Source: an optimization exercise on an open RTL-to-GDS flow (aim: small area and a short achievable clock period). Production flows keep margins and buffers that such runs may drop.
Function was not checked in any run shown here: the RTL went through the layout flow alone.
No activity file was given, so power comes from the tool's default toggle rates.

<file path="design/flow/design.v">
module fp1(a, one, two, neg, rx, ry);
input wire [10:0] a;
input wire [5:0] one, two;
input wire [4:0] neg;
output wire [20:0] rx, ry;
wire [4:0] nneg = ~neg;
wire pp_0_0;
wire pp_0_1;
wire pp_0_2;
wire pp_0_3;
wire pp_0_4;
wire pp_0_5;
wire pp_0_6;
wire pp_0_7;
wire pp_0_8;
wire pp_0_9;
wire pp_0_10;
wire pp_0_11;
wire pp_1_0;
wire pp_1_1;
wire pp_1_2;
wire pp_1_3;
wire pp_1_4;
wire pp_1_5;
wire pp_1_6;
wire pp_1_7;
wire pp_1_8;
wire pp_1_9;
wire pp_1_10;
wire pp_1_11;
wire pp_2_0;
wire pp_2_1;
wire pp_2_2;
wire pp_2_3;
wire pp_2_4;
wire pp_2_5;
wire pp_2_6;
wire pp_2_7;
wire pp_2_8;
wire pp_2_9;
wire pp_2_10;
wire pp_2_11;
wire pp_3_0;
wire pp_3_1;
wire pp_3_2;
wire pp_3_3;
wire pp_3_4;
wire pp_3_5;
wire pp_3_6;
wire pp_3_7;
wire pp_3_8;
wire pp_3_9;
wire pp_3_10;
wire pp_3_11;
wire pp_4_0;
wire pp_4_1;
wire pp_4_2;
wire pp_4_3;
wire pp_4_4;
wire pp_4_5;
wire pp_4_6;
wire pp_4_7;
wire pp_4_8;
wire pp_4_9;
wire pp_4_10;
wire pp_4_11;
wire pp_5_0;
wire pp_5_1;
wire pp_5_2;
wire pp_5_3;
wire pp_5_4;
wire pp_5_5;
wire pp_5_6;
wire pp_5_7;
wire pp_5_8;
wire pp_5_9;
wire pp_5_10;
wire hs0;
wire hc0;
wire hs1;
wire hc1;
wire hs2;
wire hc2;
wire fs0;
wire fc0;
wire hs3;
wire hc3;
wire fs1;
wire fc1;
wire hs4;
wire hc4;
wire fs2;
wire fc2;
wire fs3;
wire fc3;
wire hs5;
wire hc5;
wire fs4;
wire fc4;
wire fs5;
wire fc5;
wire hs6;
wire hc6;
wire fs6;
wire fc6;
wire fs7;
wire fc7;
wire fs8;
wire fc8;
wire hs7;
wire hc7;
wire fs9;
wire fc9;
wire fs10;
wire fc10;
wire fs11;
wire fc11;
wire fs12;
wire fc12;
wire fs13;
wire fc13;
wire fs14;
wire fc14;
wire fs15;
wire fc15;
wire fs16;
wire fc16;
wire fs17;
wire fc17;
wire fs18;
wire fc18;
wire fs19;
wire fc19;
wire fs20;
wire fc20;
wire fs21;
wire fc21;
wire fs22;
wire fc22;
wire fs23;
wire fc23;
wire fs24;
wire fc24;
wire fs25;
wire fc25;
wire fs26;
wire fc26;
wire fs27;
wire fc27;
wire fs28;
wire fc28;
wire fs29;
wire fc29;
wire fs30;
wire fc30;
wire fs31;
wire fc31;
wire gs0;
wire gc0;
wire hs8;
wire hc8;
wire fs32;
wire fc32;
wire fs33;
wire fc33;
wire fs34;
wire fc34;
wire fs35;
wire fc35;
wire fs36;
wire fc36;
wire gs1;
wire gc1;
wire hs9;
wire hc9;
wire fs37;
wire fc37;
wire fs38;
wire fc38;
wire fs39;
wire fc39;
wire gs2;
wire gc2;
wire hs10;
wire hc10;
wire fs40;
wire fc40;
bpp u_pp_0_0(.a0(a[0]), .a1(1'b0), .one(one[0]), .two(two[0]), .neg(neg[0]), .p(pp_0_0));
bpp u_pp_0_1(.a0(a[1]), .a1(a[0]), .one(one[0]), .two(two[0]), .neg(neg[0]), .p(pp_0_1));
bpp u_pp_0_2(.a0(a[2]), .a1(a[1]), .one(one[0]), .two(two[0]), .neg(neg[0]), .p(pp_0_2));
bpp u_pp_0_3(.a0(a[3]), .a1(a[2]), .one(one[0]), .two(two[0]), .neg(neg[0]), .p(pp_0_3));
bpp u_pp_0_4(.a0(a[4]), .a1(a[3]), .one(one[0]), .two(two[0]), .neg(neg[0]), .p(pp_0_4));
bpp u_pp_0_5(.a0(a[5]), .a1(a[4]), .one(one[0]), .two(two[0]), .neg(neg[0]), .p(pp_0_5));
bpp u_pp_0_6(.a0(a[6]), .a1(a[5]), .one(one[0]), .two(two[0]), .neg(neg[0]), .p(pp_0_6));
bpp u_pp_0_7(.a0(a[7]), .a1(a[6]), .one(one[0]), .two(two[0]), .neg(neg[0]), .p(pp_0_7));
bpp u_pp_0_8(.a0(a[8]), .a1(a[7]), .one(one[0]), .two(two[0]), .neg(neg[0]), .p(pp_0_8));
bpp u_pp_0_9(.a0(a[9]), .a1(a[8]), .one(one[0]), .two(two[0]), .neg(neg[0]), .p(pp_0_9));
bpp u_pp_0_10(.a0(a[10]), .a1(a[9]), .one(one[0]), .two(two[0]), .neg(neg[0]), .p(pp_0_10));
bpp u_pp_0_11(.a0(1'b0), .a1(a[10]), .one(one[0]), .two(two[0]), .neg(neg[0]), .p(pp_0_11));
bpp u_pp_1_0(.a0(a[0]), .a1(1'b0), .one(one[1]), .two(two[1]), .neg(neg[1]), .p(pp_1_0));
bpp u_pp_1_1(.a0(a[1]), .a1(a[0]), .one(one[1]), .two(two[1]), .neg(neg[1]), .p(pp_1_1));
bpp u_pp_1_2(.a0(a[2]), .a1(a[1]), .one(one[1]), .two(two[1]), .neg(neg[1]), .p(pp_1_2));
bpp u_pp_1_3(.a0(a[3]), .a1(a[2]), .one(one[1]), .two(two[1]), .neg(neg[1]), .p(pp_1_3));
bpp u_pp_1_4(.a0(a[4]), .a1(a[3]), .one(one[1]), .two(two[1]), .neg(neg[1]), .p(pp_1_4));
bpp u_pp_1_5(.a0(a[5]), .a1(a[4]), .one(one[1]), .two(two[1]), .neg(neg[1]), .p(pp_1_5));
bpp u_pp_1_6(.a0(a[6]), .a1(a[5]), .one(one[1]), .two(two[1]), .neg(neg[1]), .p(pp_1_6));
bpp u_pp_1_7(.a0(a[7]), .a1(a[6]), .one(one[1]), .two(two[1]), .neg(neg[1]), .p(pp_1_7));
bpp u_pp_1_8(.a0(a[8]), .a1(a[7]), .one(one[1]), .two(two[1]), .neg(neg[1]), .p(pp_1_8));
bpp u_pp_1_9(.a0(a[9]), .a1(a[8]), .one(one[1]), .two(two[1]), .neg(neg[1]), .p(pp_1_9));
bpp u_pp_1_10(.a0(a[10]), .a1(a[9]), .one(one[1]), .two(two[1]), .neg(neg[1]), .p(pp_1_10));
bpp u_pp_1_11(.a0(1'b0), .a1(a[10]), .one(one[1]), .two(two[1]), .neg(neg[1]), .p(pp_1_11));
bpp u_pp_2_0(.a0(a[0]), .a1(1'b0), .one(one[2]), .two(two[2]), .neg(neg[2]), .p(pp_2_0));
bpp u_pp_2_1(.a0(a[1]), .a1(a[0]), .one(one[2]), .two(two[2]), .neg(neg[2]), .p(pp_2_1));
bpp u_pp_2_2(.a0(a[2]), .a1(a[1]), .one(one[2]), .two(two[2]), .neg(neg[2]), .p(pp_2_2));
bpp u_pp_2_3(.a0(a[3]), .a1(a[2]), .one(one[2]), .two(two[2]), .neg(neg[2]), .p(pp_2_3));
bpp u_pp_2_4(.a0(a[4]), .a1(a[3]), .one(one[2]), .two(two[2]), .neg(neg[2]), .p(pp_2_4));
bpp u_pp_2_5(.a0(a[5]), .a1(a[4]), .one(one[2]), .two(two[2]), .neg(neg[2]), .p(pp_2_5));
bpp u_pp_2_6(.a0(a[6]), .a1(a[5]), .one(one[2]), .two(two[2]), .neg(neg[2]), .p(pp_2_6));
bpp u_pp_2_7(.a0(a[7]), .a1(a[6]), .one(one[2]), .two(two[2]), .neg(neg[2]), .p(pp_2_7));
bpp u_pp_2_8(.a0(a[8]), .a1(a[7]), .one(one[2]), .two(two[2]), .neg(neg[2]), .p(pp_2_8));
bpp u_pp_2_9(.a0(a[9]), .a1(a[8]), .one(one[2]), .two(two[2]), .neg(neg[2]), .p(pp_2_9));
bpp u_pp_2_10(.a0(a[10]), .a1(a[9]), .one(one[2]), .two(two[2]), .neg(neg[2]), .p(pp_2_10));
bpp u_pp_2_11(.a0(1'b0), .a1(a[10]), .one(one[2]), .two(two[2]), .neg(neg[2]), .p(pp_2_11));
bpp u_pp_3_0(.a0(a[0]), .a1(1'b0), .one(one[3]), .two(two[3]), .neg(neg[3]), .p(pp_3_0));
bpp u_pp_3_1(.a0(a[1]), .a1(a[0]), .one(one[3]), .two(two[3]), .neg(neg[3]), .p(pp_3_1));
bpp u_pp_3_2(.a0(a[2]), .a1(a[1]), .one(one[3]), .two(two[3]), .neg(neg[3]), .p(pp_3_2));
bpp u_pp_3_3(.a0(a[3]), .a1(a[2]), .one(one[3]), .two(two[3]), .neg(neg[3]), .p(pp_3_3));
bpp u_pp_3_4(.a0(a[4]), .a1(a[3]), .one(one[3]), .two(two[3]), .neg(neg[3]), .p(pp_3_4));
bpp u_pp_3_5(.a0(a[5]), .a1(a[4]), .one(one[3]), .two(two[3]), .neg(neg[3]), .p(pp_3_5));
bpp u_pp_3_6(.a0(a[6]), .a1(a[5]), .one(one[3]), .two(two[3]), .neg(neg[3]), .p(pp_3_6));
bpp u_pp_3_7(.a0(a[7]), .a1(a[6]), .one(one[3]), .two(two[3]), .neg(neg[3]), .p(pp_3_7));
bpp u_pp_3_8(.a0(a[8]), .a1(a[7]), .one(one[3]), .two(two[3]), .neg(neg[3]), .p(pp_3_8));
bpp u_pp_3_9(.a0(a[9]), .a1(a[8]), .one(one[3]), .two(two[3]), .neg(neg[3]), .p(pp_3_9));
bpp u_pp_3_10(.a0(a[10]), .a1(a[9]), .one(one[3]), .two(two[3]), .neg(neg[3]), .p(pp_3_10));
bpp u_pp_3_11(.a0(1'b0), .a1(a[10]), .one(one[3]), .two(two[3]), .neg(neg[3]), .p(pp_3_11));
bpp u_pp_4_0(.a0(a[0]), .a1(1'b0), .one(one[4]), .two(two[4]), .neg(neg[4]), .p(pp_4_0));
bpp u_pp_4_1(.a0(a[1]), .a1(a[0]), .one(one[4]), .two(two[4]), .neg(neg[4]), .p(pp_4_1));
bpp u_pp_4_2(.a0(a[2]), .a1(a[1]), .one(one[4]), .two(two[4]), .neg(neg[4]), .p(pp_4_2));
bpp u_pp_4_3(.a0(a[3]), .a1(a[2]), .one(one[4]), .two(two[4]), .neg(neg[4]), .p(pp_4_3));
bpp u_pp_4_4(.a0(a[4]), .a1(a[3]), .one(one[4]), .two(two[4]), .neg(neg[4]), .p(pp_4_4));
bpp u_pp_4_5(.a0(a[5]), .a1(a[4]), .one(one[4]), .two(two[4]), .neg(neg[4]), .p(pp_4_5));
bpp u_pp_4_6(.a0(a[6]), .a1(a[5]), .one(one[4]), .two(two[4]), .neg(neg[4]), .p(pp_4_6));
bpp u_pp_4_7(.a0(a[7]), .a1(a[6]), .one(one[4]), .two(two[4]), .neg(neg[4]), .p(pp_4_7));
bpp u_pp_4_8(.a0(a[8]), .a1(a[7]), .one(one[4]), .two(two[4]), .neg(neg[4]), .p(pp_4_8));
bpp u_pp_4_9(.a0(a[9]), .a1(a[8]), .one(one[4]), .two(two[4]), .neg(neg[4]), .p(pp_4_9));
bpp u_pp_4_10(.a0(a[10]), .a1(a[9]), .one(one[4]), .two(two[4]), .neg(neg[4]), .p(pp_4_10));
bpp u_pp_4_11(.a0(1'b0), .a1(a[10]), .one(one[4]), .two(two[4]), .neg(neg[4]), .p(pp_4_11));
bpp u_pp_5_0(.a0(a[0]), .a1(1'b0), .one(one[5]), .two(two[5]), .neg(1'b0), .p(pp_5_0));
bpp u_pp_5_1(.a0(a[1]), .a1(a[0]), .one(one[5]), .two(two[5]), .neg(1'b0), .p(pp_5_1));
bpp u_pp_5_2(.a0(a[2]), .a1(a[1]), .one(one[5]), .two(two[5]), .neg(1'b0), .p(pp_5_2));
bpp u_pp_5_3(.a0(a[3]), .a1(a[2]), .one(one[5]), .two(two[5]), .neg(1'b0), .p(pp_5_3));
bpp u_pp_5_4(.a0(a[4]), .a1(a[3]), .one(one[5]), .two(two[5]), .neg(1'b0), .p(pp_5_4));
bpp u_pp_5_5(.a0(a[5]), .a1(a[4]), .one(one[5]), .two(two[5]), .neg(1'b0), .p(pp_5_5));
bpp u_pp_5_6(.a0(a[6]), .a1(a[5]), .one(one[5]), .two(two[5]), .neg(1'b0), .p(pp_5_6));
bpp u_pp_5_7(.a0(a[7]), .a1(a[6]), .one(one[5]), .two(two[5]), .neg(1'b0), .p(pp_5_7));
bpp u_pp_5_8(.a0(a[8]), .a1(a[7]), .one(one[5]), .two(two[5]), .neg(1'b0), .p(pp_5_8));
bpp u_pp_5_9(.a0(a[9]), .a1(a[8]), .one(one[5]), .two(two[5]), .neg(1'b0), .p(pp_5_9));
bpp u_pp_5_10(.a0(a[10]), .a1(a[9]), .one(one[5]), .two(two[5]), .neg(1'b0), .p(pp_5_10));
ha_c u_h0(.a(neg[1]), .b(pp_0_2), .s(hs0), .co(hc0));
ha_c u_h1(.a(pp_0_3), .b(pp_1_1), .s(hs1), .co(hc1));
ha_c u_h2(.a(neg[2]), .b(pp_0_4), .s(hs2), .co(hc2));
fa_c u_f0(.a(pp_1_2), .b(pp_2_0), .c(hc1), .s(fs0), .co(fc0));
ha_c u_h3(.a(pp_0_5), .b(pp_1_3), .s(hs3), .co(hc3));
fa_c u_f1(.a(pp_2_1), .b(hc2), .c(hs3), .s(fs1), .co(fc1));
ha_c u_h4(.a(neg[3]), .b(pp_0_6), .s(hs4), .co(hc4));
fa_c u_f2(.a(pp_1_4), .b(pp_2_2), .c(pp_3_0), .s(fs2), .co(fc2));
fa_c u_f3(.a(hc3), .b(hs4), .c(fs2), .s(fs3), .co(fc3));
ha_c u_h5(.a(pp_0_7), .b(pp_1_5), .s(hs5), .co(hc5));
fa_c u_f4(.a(pp_2_3), .b(pp_3_1), .c(hc4), .s(fs4), .co(fc4));
fa_c u_f5(.a(hs5), .b(fc2), .c(fs4), .s(fs5), .co(fc5));
ha_c u_h6(.a(neg[4]), .b(pp_0_8), .s(hs6), .co(hc6));
fa_c u_f6(.a(pp_1_6), .b(pp_2_4), .c(pp_3_2), .s(fs6), .co(fc6));
fa_c u_f7(.a(pp_4_0), .b(hc5), .c(hs6), .s(fs7), .co(fc7));
fa_c u_f8(.a(fs6), .b(fc4), .c(fs7), .s(fs8), .co(fc8));
ha_c u_h7(.a(pp_0_9), .b(pp_1_7), .s(hs7), .co(hc7));
fa_c u_f9(.a(pp_2_5), .b(pp_3_3), .c(pp_4_1), .s(fs9), .co(fc9));
fa_c u_f10(.a(hc6), .b(hs7), .c(fc6), .s(fs10), .co(fc10));
fa_c u_f11(.a(fs9), .b(fc7), .c(fs10), .s(fs11), .co(fc11));
fa_c u_f12(.a(pp_0_10), .b(pp_1_8), .c(pp_2_6), .s(fs12), .co(fc12));
fa_c u_f13(.a(pp_3_4), .b(pp_4_2), .c(pp_5_0), .s(fs13), .co(fc13));
fa_c u_f14(.a(hc7), .b(fc9), .c(fs12), .s(fs14), .co(fc14));
fa_c u_f15(.a(fs13), .b(fc10), .c(fs14), .s(fs15), .co(fc15));
fa_c u_f16(.a(pp_0_11), .b(pp_1_9), .c(pp_2_7), .s(fs16), .co(fc16));
fa_c u_f17(.a(pp_3_5), .b(pp_4_3), .c(pp_5_1), .s(fs17), .co(fc17));
fa_c u_f18(.a(fc12), .b(fc13), .c(fs16), .s(fs18), .co(fc18));
fa_c u_f19(.a(fs17), .b(fc14), .c(fs18), .s(fs19), .co(fc19));
fa_c u_f20(.a(neg[0]), .b(pp_1_10), .c(pp_2_8), .s(fs20), .co(fc20));
fa_c u_f21(.a(pp_3_6), .b(pp_4_4), .c(pp_5_2), .s(fs21), .co(fc21));
fa_c u_f22(.a(fc16), .b(fc17), .c(fs20), .s(fs22), .co(fc22));
fa_c u_f23(.a(fs21), .b(fc18), .c(fs22), .s(fs23), .co(fc23));
fa_c u_f24(.a(neg[0]), .b(pp_1_11), .c(pp_2_9), .s(fs24), .co(fc24));
fa_c u_f25(.a(pp_3_7), .b(pp_4_5), .c(pp_5_3), .s(fs25), .co(fc25));
fa_c u_f26(.a(fc20), .b(fc21), .c(fs24), .s(fs26), .co(fc26));
fa_c u_f27(.a(fs25), .b(fc22), .c(fs26), .s(fs27), .co(fc27));
fa_c u_f28(.a(nneg[1]), .b(nneg[0]), .c(pp_2_10), .s(fs28), .co(fc28));
fa_c u_f29(.a(pp_3_8), .b(pp_4_6), .c(pp_5_4), .s(fs29), .co(fc29));
fa_c u_f30(.a(fs28), .b(fc24), .c(fc25), .s(fs30), .co(fc30));
fa_c u_f31(.a(fs29), .b(fc26), .c(fs30), .s(fs31), .co(fc31));
ha1_c u_g0(.a(pp_2_11), .b(pp_3_9), .s(gs0), .co(gc0));
ha_c u_h8(.a(pp_4_7), .b(pp_5_5), .s(hs8), .co(hc8));
fa_c u_f32(.a(gs0), .b(hs8), .c(fc28), .s(fs32), .co(fc32));
fa_c u_f33(.a(fc29), .b(fs32), .c(fc30), .s(fs33), .co(fc33));
fa_c u_f34(.a(nneg[2]), .b(pp_3_10), .c(pp_4_8), .s(fs34), .co(fc34));
fa_c u_f35(.a(pp_5_6), .b(hc8), .c(gc0), .s(fs35), .co(fc35));
fa_c u_f36(.a(fs34), .b(fc32), .c(fs35), .s(fs36), .co(fc36));
ha1_c u_g1(.a(pp_3_11), .b(pp_4_9), .s(gs1), .co(gc1));
ha_c u_h9(.a(pp_5_7), .b(gs1), .s(hs9), .co(hc9));
fa_c u_f37(.a(fc34), .b(hs9), .c(fc35), .s(fs37), .co(fc37));
fa_c u_f38(.a(nneg[3]), .b(pp_4_10), .c(pp_5_8), .s(fs38), .co(fc38));
fa_c u_f39(.a(gc1), .b(fs38), .c(hc9), .s(fs39), .co(fc39));
ha1_c u_g2(.a(pp_4_11), .b(pp_5_9), .s(gs2), .co(gc2));
ha_c u_h10(.a(gs2), .b(fc38), .s(hs10), .co(hc10));
fa_c u_f40(.a(nneg[4]), .b(pp_5_10), .c(gc2), .s(fs40), .co(fc40));
assign rx = {hc10, fc39, fc37, fc36, fc33, fc31, fc27, fc23, fc19, fc15, fc11, fc8, fc5, fc3, fc1, fc0, hs2, hc0, pp_1_0, pp_0_1, pp_0_0};
assign ry = {fs40, hs10, fs39, fs37, fs36, fs33, fs31, fs27, fs23, fs19, fs15, fs11, fs8, fs5, fs3, fs1, fs0, hs1, hs0, 1'b0, neg[0]};
endmodule
module bpp(a0, a1, one, two, neg, p);
input wire a0, a1, one, two, neg;
output wire p;
assign p = ((one & a0) | (two & a1)) ^ neg;
endmodule
module fa_c(a, b, c, s, co);
input wire a, b, c;
output wire s, co;
assign s = a ^ b ^ c;
assign co = (a & b) | (c & (a ^ b));
endmodule
module ha_c(a, b, s, co);
input wire a, b;
output wire s, co;
assign s = a ^ b;
assign co = a & b;
endmodule
module ha1_c(a, b, s, co);
input wire a, b;
output wire s, co;
assign s = ~(a ^ b);
assign co = a | b;
endmodule
module fp2(s, e, sign, fp_result, under, over);
input wire [20:9] s;
input wire [4:0] e;
input wire sign;
output wire [15:0] fp_result;
output wire under, over;
wire [4:0] e_inc = e + 5'd1;
wire u0 = e > 5'd24;
wire u1 = (e > 5'd23) && (e != 5'd31);    
wire [4:0] te = s[20] ? e : e_inc;
wire [10:0] ts = s[20] ? s[19:9] : s[20:10];
assign fp_result = {sign, te[3:0], ts};
assign under = s[20] ? u0 : u1;
assign over = te[4];
endmodule
module fp_mul(clk, op1, op2, result, under, over);
input wire clk;
input wire [15:0] op1, op2;
output wire [15:0] result;
output wire under, over;
wire [13:0] bx = {2'b00, op2[10:0], 1'b0};
wire [5:0] one_d, two_d;
wire [4:0] neg_d;
genvar i;
generate for (i = 0; i < 6; i = i + 1) begin : g_booth
	assign one_d[i] = bx[2*i+1] ^ bx[2*i];
	assign two_d[i] = (bx[2*i+2] & ~bx[2*i+1] & ~bx[2*i]) | (~bx[2*i+2] & bx[2*i+1] & bx[2*i]);
	if (i < 5) begin : g_neg
		assign neg_d[i] = bx[2*i+2];
	end
end endgenerate
reg [10:0] sa;
reg [5:0] bone, btwo;
reg [4:0] bneg;
reg [4:0] e1;
reg sg1;
always @(posedge clk)
begin
	sa <= op1[10:0];
	bone <= one_d;
	btwo <= two_d;
	bneg <= neg_d;
	e1 <= {1'b0, op1[14:11]} + {1'b0, op2[14:11]} - 5'd7;
	sg1 <= op1[15] ^ op2[15];
end
wire [20:0] rx, ry;
fp1 stage1(.a(sa), .one(bone), .two(btwo), .neg(bneg), .rx(rx), .ry(ry));
wire [20:0] prod = rx + ry;
reg [20:9] s;
reg [4:0] e2;
reg sg2;
always @(posedge clk)
begin
	s <= prod[20:9];
	e2 <= e1;
	sg2 <= sg1;
end
fp2 stage2(.s(s), .e(e2), .sign(sg2), .fp_result(result), .under(under), .over(over));
endmodule
</file>
<file path="design/flow/run.sh">
#!/bin/bash
# synth_recipe.tcl (not shown) runs the flow's synth.tcl, then flattens the netlist and writes it again
# the make line also repeats each setting of config.mk as NAME=value (left out here)
make -C /OpenROAD-flow-scripts/flow DESIGN_CONFIG=/design/flow/config.mk WORK_HOME=/design/flow/orfs CLKGATE_MAP_FILE= SYNTH_SCRIPT=/design/flow/synth_recipe.tcl finish
</file>
<file path="design/flow/config.mk">
export PLATFORM = sky130hd
export DESIGN_NAME = fp_mul
export DESIGN_NICKNAME = fp_mul
export VERILOG_FILES = /design/flow/design.v
export SDC_FILE = /design/flow/constraint.sdc
export NUM_CORES = 4
export LEC_CHECK = 0
export CAP_MARGIN = 20
export CORE_MARGIN = 2
export CORE_UTILIZATION = 40
export SETUP_SLACK_MARGIN = 1.2
export SLEW_MARGIN = 20
export SYNTH_HIERARCHICAL = 1
export SYNTH_MINIMUM_KEEP_SIZE = 0
</file>
<file path="design/flow/constraint.sdc">
create_clock -name core_clock -period 5.3 [get_ports {clk}]
set_input_delay 1.0600 -clock core_clock [delete_from_list [all_inputs] [get_ports {clk}]]
set_output_delay 1.0600 -clock core_clock [all_outputs]
set_load 0.01 [all_outputs]
</file>
==> impl_metrics.prom, run 1 <==
# TYPE chip_impl_metric gauge
chip_impl_metric{name="grt_start_max_net_pins",unit=""} 19
chip_impl_metric{name="detailroute.via_count",unit=""} 3581
chip_impl_metric{name="synth-edff-count",unit=""} 0
chip_impl_metric{name="setup-violations-final",unit=""} 0
chip_impl_metric{name="dp_hpwl",unit="mm"} 8.839
chip_impl_info{name="worst_path_class_setup",value="reg2reg"} 1
chip_impl_metric{name="seq_total_area_yosys",unit="%"} 19.20
chip_impl_metric{name="synth.avg_cell_area",unit="um2"} 10.82
chip_impl_info{name="worst_setup_path_end_kind",value="register"} 1
chip_impl_info{name="result_of_the_run",value="finished clean"} 1
chip_impl_metric{name="detail_route.wirelength",unit="mm"} 11.12
chip_impl_metric{name="synth_async_sr_flop_share",unit="%"} 0
chip_impl_metric{name="final.min_clock_period",unit="ns"} 4.031
chip_impl_info{name="post_synth_main_area_contributors",value="sky130_fd_sc_hd__dfxtp_1, sky130_fd_sc_hd__a22oi_2, sky130_fd_sc_hd__fa_1"} 1
chip_impl_metric{name="dp_worst_setup_slack",unit="ns"} 0.9373
chip_impl_metric{name="grt-ovfl-total",unit=""} 0
chip_impl_metric{name="fin_nets",unit=""} 654
chip_impl_metric{name="setup-tns-final",unit="ns"} 0
chip_impl_metric{name="port_buffers",unit=""} 50
chip_impl_info{name="holdCritPathClass",value="reg2reg"} 1
chip_impl_metric{name="core.rowCount",unit=""} 42
chip_impl_metric{name="fp.dieW",unit="um"} 120.4
chip_impl_metric{name="cts_made_buffers",unit=""} 5
chip_impl_info{name="ctsRootBufferMaster",value="sky130_fd_sc_hd__clkbuf_16"} 1
chip_impl_metric{name="io_pins",unit=""} 51
chip_impl_metric{name="critical_path_arrival",unit="ns"} 4.22
chip_impl_metric{name="floorplan.die_area",unit="um2"} 14500
chip_impl_info{name="tritoncts_clock_tree",value="built"} 1
chip_impl_metric{name="grt_first_pass_wirelength",unit="mm"} 18.33
chip_impl_metric{name="detail-route-antenna-nets",unit=""} 0
chip_impl_metric{name="finClkSkew",unit="ns"} 0.006741
chip_impl_metric{name="area.growth.synth_to_final",unit="%"} 13.15
chip_impl_metric{name="vias_in_the_first_global_route",unit=""} 3652
chip_impl_metric{name="floorplan.initialDensity",unit="%"} 40.94
chip_impl_metric{name="final-max-slew-violation-count",unit=""} 0
chip_impl_metric{name="vias_per_std_cell",unit=""} 5.029
chip_impl_metric{name="netlist-cell-type-count",unit=""} 48
chip_impl_metric{name="routabilityCongestion",unit=""} 0.9236
chip_impl_metric{name="max_slew.worst_pin.slew",unit="ns"} 0.8000
chip_impl_metric{name="first_pass_iteration_count_of_the_detailed_router",unit=""} 4
chip_impl_metric{name="clock_insertion_delay_worst_skew",unit="ns"} 0.30
chip_impl_info{name="dominantRegCellSynth",value="sky130_fd_sc_hd__dfxtp_1"} 1
chip_impl_metric{name="final_hold_viol_count",unit=""} 0
chip_impl_metric{name="cts.hold.buffers_added",unit=""} 0
chip_impl_metric{name="postSynthRegisterBits",unit=""} 52
chip_impl_metric{name="fp.dieH",unit="um"} 120.4
chip_impl_metric{name="grt_antenna_before_repair",unit=""} 0
chip_impl_metric{name="antenna-diode-count",unit=""} 0
chip_impl_metric{name="drc",unit=""} 0
chip_impl_metric{name="synth.yosys.warnings",unit=""} 7
chip_impl_metric{name="timing.critical_path.fanout_max",unit=""} 12
chip_impl_metric{name="worst_slack_on_hold_paths",unit="ns"} 0.3263
chip_impl_metric{name="fp.coreArea",unit="um2"} 13240
chip_impl_metric{name="postSynthCellCount",unit=""} 501
chip_impl_info{name="worst_setup_path_start_kind",value="register"} 1
chip_impl_metric{name="cellPowerDensity",unit="nW/um2"} 614.8
chip_impl_metric{name="maxCapViolations",unit=""} 0
chip_impl_metric{name="vdd.ir_drop.worst",unit="V"} 0.0002582
chip_impl_metric{name="cts.sinks",unit=""} 52
chip_impl_metric{name="max-clock-path-buffers",unit=""} 2
chip_impl_metric{name="path_clk_slew",unit="ns"} 0.06
chip_impl_metric{name="drt-wirelength-per-cell",unit="um"} 15.62
chip_impl_metric{name="worst_slack",unit="ns"} 1.269
chip_impl_metric{name="clock.fmax",unit="MHz"} 248.1
chip_impl_metric{name="synthesis.area",unit="um2"} 5421
chip_impl_metric{name="max-slew-margin-rel",unit="%"} 46.59
chip_impl_metric{name="final_worst_path_period_share",unit="%"} 76.06
chip_impl_metric{name="cellLeakagePower",unit="uW"} 0.002346
chip_impl_metric{name="post-synth-top-area-fraction",unit="%"} 19.20
chip_impl_metric{name="drt_iter0_markers",unit=""} 125
chip_impl_metric{name="number_of_levels_the_h_tree_was_split_into",unit=""} 2
chip_impl_metric{name="critPathRequiredTime",unit="ns"} 5.49
chip_impl_metric{name="ratio_of_cells_with_drive_above_1_in_the_final_layout",unit="%"} 23.51
chip_impl_info{name="unrepaired_setup_endpoints_after_global_routing",value="yes"} 1
chip_impl_metric{name="track_usage",unit="%"} 16.05
chip_impl_info{name="synth.largest_area_cell",value="sky130_fd_sc_hd__dfxtp_1"} 1
==> cells by family (layout without fill, tap and decap cells) <==
family	Yosys count	count (layout)	synth area share [%]
AO/OA/AOI/OAI	131	131	23.52
XOR/XNOR	92	92	14.86
adder cells (fa/ha/maj)	86	86	25.66
buffers and inverters	78	91	8.816
flip-flops	52	52	19.20
multiplexers	13	13	3.023
other	1	23	0.06917
AND/OR/NAND/NOR	48	48	4.847
==> worst paths after layout <==
check,start,to,slack (ns),cells past startpoint
setup reg to reg,btwo[3],s[19],1.27,11
setup / recovery,btwo[3],s[19],1.27,11
hold reg to reg,e1[4],e2[4],0.33,0
hold / removal,e1[4],e2[4],0.33,0
==> state kept, by name, summed over array words and instances (netlist names) <==
name	cells
s	12
sa	11
bone	6
btwo	6
bneg	5
e1	5
e2	5
sg1	1
sg2	1
==> critical path: stages (launching register included) <==
cell and delay (ns):
sky130_fd_sc_hd__dfxtp_2 0.56, sky130_fd_sc_hd__a22oi_2 0.10, sky130_fd_sc_hd__xnor2_1 0.17, sky130_fd_sc_hd__fa_1 0.48, sky130_fd_sc_hd__fa_1 0.59, sky130_fd_sc_hd__fa_1 0.47, sky130_fd_sc_hd__ha_1 0.39, sky130_fd_sc_hd__nand2_1 0.16
sky130_fd_sc_hd__nor4_2 0.42, sky130_fd_sc_hd__nor3b_1 0.31, sky130_fd_sc_hd__o22ai_1 0.13, sky130_fd_sc_hd__xnor2_1 0.14
==> synthesized netlist by cell type (2+ instances only) <==
cell type / n
sky130_fd_sc_hd__a22oi_2: 71
sky130_fd_sc_hd__xor2_1: 11
sky130_fd_sc_hd__a31oi_1: 2
sky130_fd_sc_hd__nand3b_1: 5
sky130_fd_sc_hd__a21oi_1: 18
sky130_fd_sc_hd__inv_1: 31
sky130_fd_sc_hd__o211a_1: 2
sky130_fd_sc_hd__nand2_1: 10
sky130_fd_sc_hd__nor2_1: 7
sky130_fd_sc_hd__a21o_1: 4
sky130_fd_sc_hd__nand2b_1: 7
sky130_fd_sc_hd__dfxtp_1: 52
sky130_fd_sc_hd__nor3_1: 3
sky130_fd_sc_hd__o31ai_1: 2
sky130_fd_sc_hd__mux2_4: 5
sky130_fd_sc_hd__nor2b_1: 3
sky130_fd_sc_hd__mux2_2: 7
sky130_fd_sc_hd__o21ai_0: 16
sky130_fd_sc_hd__xnor2_1: 81
sky130_fd_sc_hd__and3_1: 3
sky130_fd_sc_hd__nand3_1: 2
sky130_fd_sc_hd__fa_1: 42
sky130_fd_sc_hd__o21bai_1: 3
sky130_fd_sc_hd__o21a_1: 2
sky130_fd_sc_hd__and2_1: 2
sky130_fd_sc_hd__nor4_1: 2
sky130_fd_sc_hd__ha_1: 44
sky130_fd_sc_hd__buf_4: 43
sky130_fd_sc_hd__clkbuf_1: 2
==> metal layers <==
| metal | part of all wire [%] | vias to the layer above | track usage (%) |
|---|---|---|---|
| met4 | 1.4 | 0 | 4.797 |
| met3 | 4.2 | 12 | 3.160 |
| met5 | 0 | - | 0 |
| met1 | 49 | 1730 | 21.89 |
| met2 | 45 | 66 | 25.74 |
| li1 | - | 1773 | - |
==> placed cells by master (no fill, tap or decap), drive strengths merged, types with 3 or more instances in the layout <==
cell,instances
a21o,4
a21oi,18
a22oi,72
and3,3
clkbuf,6
clkdlybuf4s50,50
conb,23
dfxtp,52
fa,42
ha,44
inv,31
mux2,12
nand2,11
nand2b,7
nand3b,5
nor2,7
nor2b,3
nor3,4
o21ai,17
o21bai,3
xnor2,81
xor2,11
==> metrics by stage <==
step | instance area, um2 | power [uW] | util (%) | instances
3_5_place_dp | 5878 | 3337 | 44.39 | 704
2_1_floorplan | 5504 | 2929 | - | 523
5_1_grt | 6135 | 4151 | 46.32 | 712
6_report | 6135 | 3771 | 46.32 | 712
3_3_place_gp | 5878 | 3302 | 44.39 | 704
4_1_cts | 6086 | 3745 | 45.96 | 712
==> cell type report <==
type,instances,area (um2)
clock buffer,6,138.9
clock inverter,2,38.79
fill,1263,7108
inverter,31,116.4
multi-input combinational,393,3996
sequential,52,1109
tap,176,220.2
timing repair buffer,52,515.5
==> per-module statistics from Yosys, one instance, submodules excluded <==
module | cells inside | times used | cell area [um2] | flops+latches
fp2 | 33 | 1 | 330.3 | 0
ha1_c | 5 | 3 | 27.53 | 0
fp_mul | 211 | 1 | 2202 | 52
ha_c | 1 | 11 | 12.51 | 0
fp1 | 48 | 1 | 337.8 | 0
bpp | 2 | 71 | 21.27 | 0
fa_c | 1 | 41 | 20.02 | 0
==> report_power, final <==
group / total (uW) / leakage (uW) / switching, uW / internal [uW]
Sequential: 640 / 0.000445 / 132 / 508
Clock: 383 / 0.0000871 / 146 / 236
Combinational: 2750 / 0.00181 / 1470 / 1280
==> repair_timing <==
item,4_1_cts,5_1_grt
setup endpoints to repair,5,6
resized for setup,24,22
buffers inserted,0,0
pin swaps,0,0
cloned,0,0
==> inputs of run 2 (changes only) <==
--- a/design/flow/config.mk
+++ b/design/flow/config.mk
@@ -6,8 +6,9 @@
 export NUM_CORES = 4
 export LEC_CHECK = 0
+export ABC_AREA = 1
 export CAP_MARGIN = 20
 export CORE_MARGIN = 2
 export CORE_UTILIZATION = 40
-export SETUP_SLACK_MARGIN = 1.2
+export SETUP_SLACK_MARGIN = 1.6
 export SLEW_MARGIN = 20
 export SYNTH_HIERARCHICAL = 1
==> impl_metrics.prom, run 2 <==
# TYPE chip_impl_metric gauge
chip_impl_metric{name="io_pins",unit=""} 51
chip_impl_metric{name="final.min_clock_period",unit="ns"} 3.484
chip_impl_metric{name="regToRegSetupSlack",unit="ns"} 1.82
chip_impl_metric{name="drt-wirelength-per-cell",unit="um"} 11.65
chip_impl_metric{name="core.rowCount",unit=""} 45
chip_impl_metric{name="cp_slowest_stage_delay",unit="ns"} 0.54
chip_impl_metric{name="grtUsageMet3",unit="%"} 2.661
chip_impl_metric{name="postSynthCellCount",unit=""} 1019
chip_impl_metric{name="cts_made_buffers",unit=""} 5
chip_impl_info{name="worstPathCellList",value="nand2_1 -> nand3_1 -> nand2_1 -> fa_1 -> fa_1 -> fa_1 -> ha_1 -> a21oi_1 -> and2_1 -> nor2_1 -> nor2_1 -> nand2_1 -> nand2_1 -> nand2_1"} 1
chip_impl_metric{name="detail_route.wirelength",unit="mm"} 14.61
chip_impl_info{name="yosysMostFrequentCell",value="sky130_fd_sc_hd__nand2_1"} 1
chip_impl_info{name="worst_setup_path_end_kind",value="register"} 1
chip_impl_info{name="result_of_the_run",value="finished clean"} 1
chip_impl_info{name="largest_register_by_flop_count",value="s"} 1
chip_impl_metric{name="first_pass_iteration_count_of_the_detailed_router",unit=""} 5
chip_impl_metric{name="power_switching_share",unit="%"} 50.08
chip_impl_metric{name="report.power.total",unit="uW"} 3173
chip_impl_metric{name="cts.hold.buffers_added",unit=""} 0
chip_impl_info{name="start_of_the_worst_register_to_register_path",value="sa[5]"} 1
chip_impl_metric{name="cell_depth_of_the_worst_hold_path",unit=""} 0
chip_impl_metric{name="drt_iter0_markers",unit=""} 321
chip_impl_metric{name="cts_post_setup_buffers_inserted",unit=""} 0
chip_impl_info{name="synth.largest_area_cell",value="sky130_fd_sc_hd__nand2_1"} 1
chip_impl_metric{name="synth.avg_cell_area",unit="um2"} 6.090
chip_impl_metric{name="clock_insertion_delay_worst_skew",unit="ns"} 0.31
chip_impl_metric{name="synth-edff-count",unit=""} 0
chip_impl_metric{name="seq_total_area_yosys",unit="%"} 16.77
chip_impl_metric{name="synthesis.area",unit="um2"} 6206
chip_impl_metric{name="post-route-util",unit="%"} 45.73
chip_impl_metric{name="synth_async_sr_flop_share",unit="%"} 0
chip_impl_metric{name="finClkSkew",unit="ns"} 0.007453
chip_impl_metric{name="cellPowerDensity",unit="nW/um2"} 456.4
chip_impl_info{name="worst_path_class_setup",value="reg2reg"} 1
chip_impl_metric{name="worst_slack",unit="ns"} 1.816
chip_impl_info{name="synthTopCellsByCount",value="sky130_fd_sc_hd__nand2_1, sky130_fd_sc_hd__inv_1, sky130_fd_sc_hd__nand3_1"} 1
chip_impl_metric{name="final_hold_viol_count",unit=""} 0
chip_impl_metric{name="grt-ovfl-total",unit=""} 0
chip_impl_info{name="r2r_end",value="s[15]"} 1
chip_impl_metric{name="cellLeakagePower",unit="uW"} 0.004064
chip_impl_metric{name="critPathRequiredTime",unit="ns"} 5.50
chip_impl_metric{name="dp_hpwl",unit="mm"} 11.33
chip_impl_info{name="timing.hold.worst_endpoint",value="e2[3]"} 1
chip_impl_metric{name="fin_nets",unit=""} 1184
chip_impl_info{name="most_common_cell_after_layout_fill_and_taps_aside",value="sky130_fd_sc_hd__nand2_1"} 1
chip_impl_metric{name="final-max-slew-violation-count",unit=""} 0
chip_impl_info{name="unrepaired_setup_endpoints_after_global_routing",value="yes"} 1
chip_impl_metric{name="grt_antenna_before_repair",unit=""} 0
chip_impl_metric{name="power.share.clock",unit="%"} 10.7
chip_impl_info{name="reg_top3",value="s: 12 flops, sa: 11 flops"} 1
chip_impl_metric{name="drc",unit=""} 0
chip_impl_metric{name="floorplan.initialDensity",unit="%"} 40.82
chip_impl_metric{name="power.combinational.fraction",unit="%"} 70.7
chip_impl_metric{name="timing.critical_path.fanout_max",unit=""} 12
chip_impl_info{name="cpMostUsedCell",value="sky130_fd_sc_hd__nand2_1"} 1
chip_impl_metric{name="floorplan.die_area",unit="um2"} 16530
chip_impl_metric{name="grtUsageMet2",unit="%"} 30.91
chip_impl_metric{name="vias_per_std_cell",unit=""} 4.616
chip_impl_info{name="layout_common_cells",value="sky130_fd_sc_hd__nand2_1, sky130_fd_sc_hd__inv_1, sky130_fd_sc_hd__nand3_1"} 1
chip_impl_metric{name="dp_worst_setup_slack",unit="ns"} 1.456
chip_impl_metric{name="setup-violations-final",unit=""} 0
chip_impl_metric{name="antenna-diode-count",unit=""} 0
chip_impl_metric{name="post-synth-top-area-fraction",unit="%"} 29.52
chip_impl_info{name="worst_setup_path_start_kind",value="register"} 1
chip_impl_metric{name="multi_input_area",unit="um2"} 4348
chip_impl_metric{name="final_worst_path_period_share",unit="%"} 65.73
chip_impl_info{name="hold_path_startpoint",value="e1[3]"} 1
chip_impl_metric{name="maxCapViolations",unit=""} 0
chip_impl_metric{name="path_clk_slew",unit="ns"} 0.07
chip_impl_metric{name="critical_path_arrival",unit="ns"} 3.69
chip_impl_metric{name="cts_repair_resize_count",unit=""} 7
chip_impl_metric{name="number_of_levels_the_h_tree_was_split_into",unit=""} 2
chip_impl_metric{name="area.growth.synth_to_final",unit="%"} 12.02
chip_impl_metric{name="internal_portion_of_total_power",unit="uW"} 1584
chip_impl_metric{name="setup-tns-final",unit="ns"} 0
chip_impl_metric{name="routabilityCongestion",unit=""} 0.8526
chip_impl_metric{name="fp.dieW",unit="um"} 128.6
chip_impl_metric{name="share_seq_of_total_power",unit="%"} 18.6
chip_impl_metric{name="cts.sinks",unit=""} 52
chip_impl_metric{name="postSynthRegisterBits",unit=""} 52
chip_impl_metric{name="vias_in_the_first_global_route",unit=""} 5333
chip_impl_metric{name="netlist-cell-type-count",unit=""} 28
chip_impl_metric{name="vdd.ir_drop.worst",unit="V"} 0.0002145
chip_impl_metric{name="clock.fmax",unit="MHz"} 287.1
chip_impl_info{name="tritoncts_clock_tree",value="built"} 1
chip_impl_info{name="critPathSlowestCell",value="sky130_fd_sc_hd__fa_1"} 1
chip_impl_metric{name="track_usage",unit="%"} 18.94
chip_impl_metric{name="grt_first_pass_wirelength",unit="mm"} 24.96
chip_impl_metric{name="largest_register_ffs",unit=""} 12
chip_impl_metric{name="power.net_switching",unit="uW"} 1589
chip_impl_metric{name="fp.dieH",unit="um"} 128.6
chip_impl_info{name="post_synth_main_area_contributors",value="sky130_fd_sc_hd__nand2_1, sky130_fd_sc_hd__dfxtp_1, sky130_fd_sc_hd__fa_1"} 1
chip_impl_metric{name="detail-route-antenna-nets",unit=""} 0
chip_impl_metric{name="fill_cells",unit=""} 1609
chip_impl_info{name="ctsRootBufferMaster",value="sky130_fd_sc_hd__clkbuf_16"} 1
chip_impl_metric{name="met1_usage",unit="%"} 26.31
chip_impl_info{name="gr-max-usage-layer",value="met2"} 1
chip_impl_metric{name="fp.coreArea",unit="um2"} 15200
chip_impl_info{name="dominantRegCellSynth",value="sky130_fd_sc_hd__dfxtp_1"} 1
chip_impl_info{name="holdCritPathClass",value="reg2reg"} 1
chip_impl_metric{name="synth.yosys.warnings",unit=""} 7
chip_impl_metric{name="max-clock-path-buffers",unit=""} 2
chip_impl_metric{name="reg2reg_depth",unit=""} 14
chip_impl_metric{name="port_buffers",unit=""} 50
chip_impl_metric{name="detailroute.via_count",unit=""} 5788
chip_impl_metric{name="grt_start_max_net_pins",unit=""} 27
chip_impl_metric{name="worst_slack_on_hold_paths",unit="ns"} 0.3286
chip_impl_metric{name="seqCellArea",unit="um2"} 1106
chip_impl_metric{name="ratio_of_cells_with_drive_above_1_in_the_final_layout",unit="%"} 5.253
-- run 2: per-stage QoR --
| stage | cell area (um2) | std cells |
|---|---|---|
| finish | 6952 | 1254 |
| global route | 6952 | 1254 |
| detailed placement | 6734 | 1246 |
| floorplan | 6330 | 1052 |
| global placement | 6734 | 1246 |
| CTS | 6889 | 1254 |
-- run 2: kinds of logic (layout without fill, tap and decap cells) --
logic type               Yosys count  after routing  synth area share (%)
AO/OA/AOI/OAI                     30             30                 2.581
XOR/XNOR                           9              9                 1.270
adder cells (fa/ha/maj)           86             86                 22.42
buffers and inverters            207            221                 15.26
flip-flops                        52             52                 16.77
multiplexers                       4              4                0.7258
other                              1             34               0.06043
AND/OR/NAND/NOR                  630            630                 40.91
-- run 2: how the worst max path moves through the flow --
stage | from | endpoint | slack [ns] | cells after the start
after floorplan | bneg[0] | s[15] | 1.71 | 17
after global placement | bneg[3] | s[15] | 1.47 | 14
after detailed placement | bneg[3] | s[18] | 1.46 | 14
after CTS | sa[6] | s[15] | 1.61 | 16
after global routing | sa[2] | s[19] | 1.60 | 16
final | sa[5] | s[15] | 1.82 | 14
-- run 2: area by class of cell --
cell class                      instances  area share, %
Clock buffer                            5          1.800
Inverter                              162          8.747
Timing Repair Buffer                   51          7.307
Clock inverter                          3         0.3060
Sequential cell                        52          15.91
Tap cell                              188          3.384
Multi-Input combinational cell        793          62.54
-- run 2: modules after synthesis, one instance, submodules excluded --
module | flip-flops and latches | times used | cell area, um2 | cells inside
bpp | 0 | 71 | 27.53 | 7
fa_c | 0 | 41 | 20.02 | 1
fp1 | 0 | 1 | 337.8 | 48
ha_c | 0 | 11 | 12.51 | 1
fp2 | 0 | 1 | 315.3 | 68
fp_mul | 52 | 1 | 2557 | 339
ha1_c | 0 | 3 | 27.53 | 5
-- run 2: metal layers --
layer	part of all wire (%)	routed length (um)
met2	45	6504
met1	49	7184
met4	1.7	255
met3	4.6	671
met5	0	0
-- run 2: power groups by stage --
stage | logic [uW] | clock network (uW) | registers (uW)
after floorplan | 1860 | 0 | 557
after global placement | 2210 | 0 | 602
after detailed placement | 2220 | 0 | 601
after CTS | 2240 | 352 | 593
after global routing | 2580 | 371 | 606
final | 2240 | 340 | 591
-- run 2: critical path, delay by kind of cell, from the launching register on --
| family | cells | cell delay, ns |
|---|---|---|
| simple gates | 9 | 0.83 |
| compound gates | 1 | 0.24 |
| fa+ha+maj | 4 | 1.81 |
| flops | 1 | 0.50 |
==> inputs of run 3 (changes only) <==
--- a/design/flow/design.v
+++ b/design/flow/design.v
@@ -385,14 +385,21 @@
 wire [20:0] rx, ry;
 fp1 stage1(.a(sa), .one(bone), .two(btwo), .neg(bneg), .rx(rx), .ry(ry));
-wire [20:0] prod = rx + ry;
-reg [20:9] s;
+wire [15:0] lo = {1'b0, rx[14:0]} + {1'b0, ry[14:0]};
+reg [5:0] hx, hy;
+reg hc;
+reg [5:0] lo2;
 reg [4:0] e2;
 reg sg2;
 always @(posedge clk)
 begin
-	s <= prod[20:9];
+	hx <= rx[20:15];
+	hy <= ry[20:15];
+	hc <= lo[15];
+	lo2 <= lo[14:9];
 	e2 <= e1;
 	sg2 <= sg1;
 end
+wire [5:0] hi = hx + hy + hc;
+wire [20:9] s = {hi, lo2};
 fp2 stage2(.s(s), .e(e2), .sign(sg2), .fp_result(result), .under(under), .over(over));
 endmodule
--- a/design/flow/config.mk
+++ b/design/flow/config.mk
@@ -6,9 +6,8 @@
 export NUM_CORES = 4
 export LEC_CHECK = 0
-export ABC_AREA = 1
 export CAP_MARGIN = 20
 export CORE_MARGIN = 2
 export CORE_UTILIZATION = 40
-export SETUP_SLACK_MARGIN = 1.6
+export SETUP_SLACK_MARGIN = 1.8
 export SLEW_MARGIN = 20
 export SYNTH_HIERARCHICAL = 1
==> impl_metrics.prom, run 3 <==
# TYPE chip_impl_metric gauge
chip_impl_metric{name="worst_slack",unit="ns"} 1.705
chip_impl_metric{name="clock_insertion_delay_worst_skew",unit="ns"} 0.33
chip_impl_metric{name="critical_path_arrival",unit="ns"} 2.53
chip_impl_info{name="post_synth_main_area_contributors",value="sky130_fd_sc_hd__dfxtp_1, sky130_fd_sc_hd__a22oi_2, sky130_fd_sc_hd__fa_1"} 1
chip_impl_metric{name="max-slew-margin-rel",unit="%"} 59.11
chip_impl_metric{name="first_pass_iteration_count_of_the_detailed_router",unit=""} 4
chip_impl_metric{name="vias_in_the_first_global_route",unit=""} 3987
chip_impl_metric{name="detail_route.wirelength",unit="mm"} 11.52
chip_impl_info{name="critPathSlowestCell",value="sky130_fd_sc_hd__fa_2"} 1
chip_impl_info{name="worst_setup_path_end_kind",value="primary output"} 1
chip_impl_metric{name="finClkSkew",unit="ns"} 0.005868
chip_impl_metric{name="met1_usage",unit="%"} 19.30
chip_impl_metric{name="dp_worst_setup_slack",unit="ns"} 1.509
chip_impl_metric{name="detailroute.via_count",unit=""} 3779
chip_impl_info{name="cpMostUsedCell",value="sky130_fd_sc_hd__buf_6"} 1
chip_impl_info{name="worstPathCellList",value="inv_2 -> fa_2 -> nor2b_2 -> o21ai_2 -> a21boi_2 -> o211a_1 -> nor3b_2 -> buf_6 -> buf_12 -> buf_16 -> mux2_4 -> buf_6"} 1
chip_impl_metric{name="power.combinational.fraction",unit="%"} 74.6
chip_impl_info{name="worst_path_class_setup",value="reg2out"} 1
chip_impl_metric{name="vias_per_std_cell",unit=""} 4.940
chip_impl_info{name="result_of_the_run",value="finished clean"} 1
chip_impl_metric{name="cts.sinks",unit=""} 59
chip_impl_metric{name="vdd.ir_drop.worst",unit="V"} 0.0002791
chip_impl_metric{name="core.rowCount",unit=""} 42
chip_impl_info{name="worst_setup_path_start_kind",value="register"} 1
chip_impl_metric{name="final_hold_viol_count",unit=""} 0
chip_impl_info{name="synth.largest_area_cell",value="sky130_fd_sc_hd__dfxtp_1"} 1
chip_impl_metric{name="fp.coreArea",unit="um2"} 13350
chip_impl_metric{name="seqCellArea",unit="um2"} 1285
chip_impl_metric{name="track_usage",unit="%"} 16.59
chip_impl_metric{name="final.min_clock_period",unit="ns"} 3.595
chip_impl_metric{name="grtUsageMet3",unit="%"} 3.806
chip_impl_info{name="layout_common_cells",value="sky130_fd_sc_hd__xnor2_1, sky130_fd_sc_hd__a22oi_2, sky130_fd_sc_hd__fa_1"} 1
chip_impl_metric{name="fin_nets",unit=""} 704
chip_impl_metric{name="clock.fmax",unit="MHz"} 278.2
chip_impl_metric{name="port_buffers",unit=""} 50
chip_impl_metric{name="multi_input_area",unit="um2"} 4129
chip_impl_metric{name="routabilityCongestion",unit=""} 0.8329
chip_impl_metric{name="grt_first_pass_wirelength",unit="mm"} 18.89
chip_impl_metric{name="internal_portion_of_total_power",unit="uW"} 3091
chip_impl_info{name="largest_register_by_flop_count",value="sa"} 1
chip_impl_metric{name="postSynthCellCount",unit=""} 500
chip_impl_metric{name="drc",unit=""} 0
chip_impl_metric{name="power.share.clock",unit="%"} 12.0
chip_impl_metric{name="fp.dieW",unit="um"} 121.4
chip_impl_metric{name="maxCapViolations",unit=""} 0
chip_impl_info{name="unrepaired_setup_endpoints_after_global_routing",value="yes"} 1
chip_impl_metric{name="report.power.total",unit="uW"} 5042
chip_impl_metric{name="cellPowerDensity",unit="nW/um2"} 715.2
chip_impl_metric{name="critPathRequiredTime",unit="ns"} 4.24
chip_impl_info{name="tritoncts_clock_tree",value="built"} 1
chip_impl_metric{name="drt_iter0_markers",unit=""} 117
chip_impl_metric{name="cellLeakagePower",unit="uW"} 0.002870
chip_impl_metric{name="grt_start_max_net_pins",unit=""} 15
chip_impl_metric{name="cp_slowest_stage_delay",unit="ns"} 0.39
chip_impl_info{name="yosysMostFrequentCell",value="sky130_fd_sc_hd__xnor2_1"} 1
chip_impl_metric{name="synth-edff-count",unit=""} 0
chip_impl_metric{name="number_of_levels_the_h_tree_was_split_into",unit=""} 3
chip_impl_metric{name="timing.critical_path.fanout_max",unit=""} 4
chip_impl_info{name="gr-max-usage-layer",value="met2"} 1
chip_impl_metric{name="post-synth-top-area-fraction",unit="%"} 21.44
chip_impl_metric{name="drt-wirelength-per-cell",unit="um"} 15.06
chip_impl_metric{name="synthesis.area",unit="um2"} 5510
chip_impl_metric{name="post-route-util",unit="%"} 52.81
chip_impl_metric{name="max_slew.worst_pin.slew",unit="ns"} 0.6125
chip_impl_metric{name="detail-route-antenna-nets",unit=""} 0
chip_impl_metric{name="synth.yosys.warnings",unit=""} 7
chip_impl_metric{name="floorplan.die_area",unit="um2"} 14730
chip_impl_metric{name="dp.cells",unit=""} 702
chip_impl_metric{name="share_seq_of_total_power",unit="%"} 13.4
chip_impl_metric{name="floorplan.initialDensity",unit="%"} 41.28
chip_impl_metric{name="setup-violations-final",unit=""} 0
chip_impl_info{name="most_common_cell_after_layout_fill_and_taps_aside",value="sky130_fd_sc_hd__xnor2_1"} 1
chip_impl_metric{name="non_filler_instances",unit=""} 765
chip_impl_metric{name="final_worst_path_period_share",unit="%"} 67.83
chip_impl_info{name="dominantRegCellSynth",value="sky130_fd_sc_hd__dfxtp_1"} 1
chip_impl_metric{name="fill_cells",unit=""} 1181
chip_impl_metric{name="area.growth.synth_to_final",unit="%"} 27.93
chip_impl_metric{name="netlist-cell-type-count",unit=""} 44
chip_impl_info{name="synthTopCellsByCount",value="sky130_fd_sc_hd__xnor2_1, sky130_fd_sc_hd__a22oi_2, sky130_fd_sc_hd__dfxtp_1"} 1
chip_impl_metric{name="path_clk_slew",unit="ns"} 0.05
chip_impl_metric{name="cts_made_buffers",unit=""} 9
chip_impl_info{name="ctsRootBufferMaster",value="sky130_fd_sc_hd__clkbuf_16"} 1
chip_impl_metric{name="power.net_switching",unit="uW"} 1951
chip_impl_metric{name="fp.dieH",unit="um"} 121.4
chip_impl_metric{name="max-clock-path-buffers",unit=""} 2
chip_impl_metric{name="antenna-diode-count",unit=""} 0
chip_impl_metric{name="grt_antenna_before_repair",unit=""} 0
chip_impl_metric{name="synth_async_sr_flop_share",unit="%"} 0
chip_impl_metric{name="cts.hold.buffers_added",unit=""} 0
chip_impl_metric{name="seq_total_area_yosys",unit="%"} 21.44
chip_impl_metric{name="grtUsageMet2",unit="%"} 29.46
chip_impl_metric{name="dp_hpwl",unit="mm"} 8.197
chip_impl_metric{name="largest_register_ffs",unit=""} 11
chip_impl_metric{name="postSynthRegisterBits",unit=""} 59
chip_impl_info{name="holdCritPathClass",value="reg2reg"} 1
chip_impl_metric{name="synth.avg_cell_area",unit="um2"} 11.02
chip_impl_metric{name="io_pins",unit=""} 51
chip_impl_metric{name="power_switching_share",unit="%"} 38.70
chip_impl_metric{name="setup-tns-final",unit="ns"} 0
chip_impl_metric{name="grt-ovfl-total",unit=""} 0
chip_impl_metric{name="ratio_of_cells_with_drive_above_1_in_the_final_layout",unit="%"} 38.37
chip_impl_metric{name="final-max-slew-violation-count",unit=""} 0
## run 3: cell count changes in the layout (fill, tap and decap cells not counted), sizes merged, moves of 7 or more
cell,before,now
a22oi,0,71
buf,1,65
clkbuf,5,12
clkdlybuf4s50,50,33
conb,34,23
dfxtp,52,59
inv,163,36
mux2,4,12
nand2,495,11
nand3,91,2
nor2,35,12
xnor2,1,78
## run 3: Yosys stat by module (local to each module, per instance)
module	flip-flops and latches	area, um2	cells inside
fa_c	0	20.02	1
ha_c	0	12.51	1
ha1_c	0	27.53	5
fp_mul	59	2291	210
fp2	0	330.3	33
bpp	0	21.27	2
fp1	0	337.8	48
## run 3: repair_timing
item                                    in CTS  in global routing
resized for setup                          124                 31
endpoints found under the setup margin      20                 21
buffers inserted                            36                  8
gates cloned                                 3                  0
pin swaps                                    7                 20
## run 3: cells by family (layout without fill, tap and decap cells)
| group | Yosys count | in the layout | share of synthesized area (%) |
|---|---|---|---|
| AO/OA/AOI/OAI | 110 | 110 | 20.89 |
| XOR/XNOR | 88 | 88 | 13.99 |
| adder cells (fa/ha/maj) | 87 | 87 | 25.75 |
| buffers and inverters | 83 | 150 | 9.037 |
| flip-flops | 59 | 59 | 21.44 |
| multiplexers | 16 | 16 | 3.520 |
| other | 1 | 23 | 0.06805 |
| AND/OR/NAND/NOR | 56 | 56 | 5.314 |
## run 3: final timing paths
path,start,to,slack (ns),cells past startpoint
worst max-delay path,hx[0],result[9],1.71,12
worst min-delay path,e1[2],e2[2],0.32,0
worst max register to register,bone[2],lo2[4],1.76,10
worst min register to register,e1[2],e2[2],0.32,0
## run 3: power groups by stage
| stage | Sequential, uW | Combinational, uW | Clock [uW] |
|---|---|---|---|
| after CTS | 669 | 3390 | 623 |
| after detailed placement | 705 | 2790 | 0 |
| final | 677 | 3760 | 605 |
| after global routing | 692 | 4120 | 642 |
| after global placement | 705 | 2730 | 0 |
| after floorplan | 671 | 2340 | 0 |
## run 3: cell type report
class | instances | share of cell area, %
inverters | 36 | 1.917
multi-input cells | 380 | 58.57
clock buffers | 12 | 3.940
clock inverters | 4 | 0.6390
flip-flops and latches | 59 | 18.23
repair buffers | 98 | 13.58
well taps | 176 | 3.124
## run 3: critical path, delay by kind of cell, from the launching register on
family	cells	cell delay, ns
buffers and inverters	5	0.55
AO/OA/AOI/OAI	3	0.47
AND/OR/NAND/NOR	2	0.18
multiplexers	1	0.30
flip-flops	1	0.32
adder cells (fa/ha/maj)	1	0.39
## run 3: metal layers
layer | up-vias | wire (um)
li1 | 1854 | -
met1 | 1856 | 5000
met2 | 54 | 5970
met3 | 15 | 340
met4 | 0 | 211
met5 | - | 0
## run 3: through the flow
step / hold WS, ns / instance area [um2]
2_1_floorplan: 0.3096 / 5643
3_3_place_gp: 0.3101 / 6013
3_5_place_dp: 0.3121 / 6013
4_1_cts: 0.3240 / 6825
5_1_grt: 0.3269 / 7049
6_report: 0.3238 / 7049

-- re-timing with driven ports --
The results above use ideal ports. As a check the final layouts listed here were re-extracted and re-timed, cells and wires unchanged. Step 1: set_driving_cell puts a clkbuf_16 on clk and a buf_2 on each other input, an assumption about the parent block. Step 2, shift: input delay + t, output delay - t, t = (earliest + latest rising clock arrival at the registers) / 2. This alone moves slack from input paths to output paths. a / b / c = no drivers / after step 1 / after step 2; a / b = the first two.
run | t (ns) | setup WS [ns] | hold slack, ns | latest minus earliest clock arrival (ns)
run 1 | 0.336 | 1.269 / 1.269 / 1.269 | 0.326 / 0.326 / 0.326 | 0.007 / 0.007
run 2 | 0.342 | 1.816 / 1.816 / 1.816 | 0.329 / 0.329 / 0.329 | 0.007 / 0.008
run 3 | 0.365 | 1.705 / 1.666 / 1.761 | 0.324 / 0.324 / 0.324 | 0.007 / 0.007
After both steps every run listed still meets setup and hold.
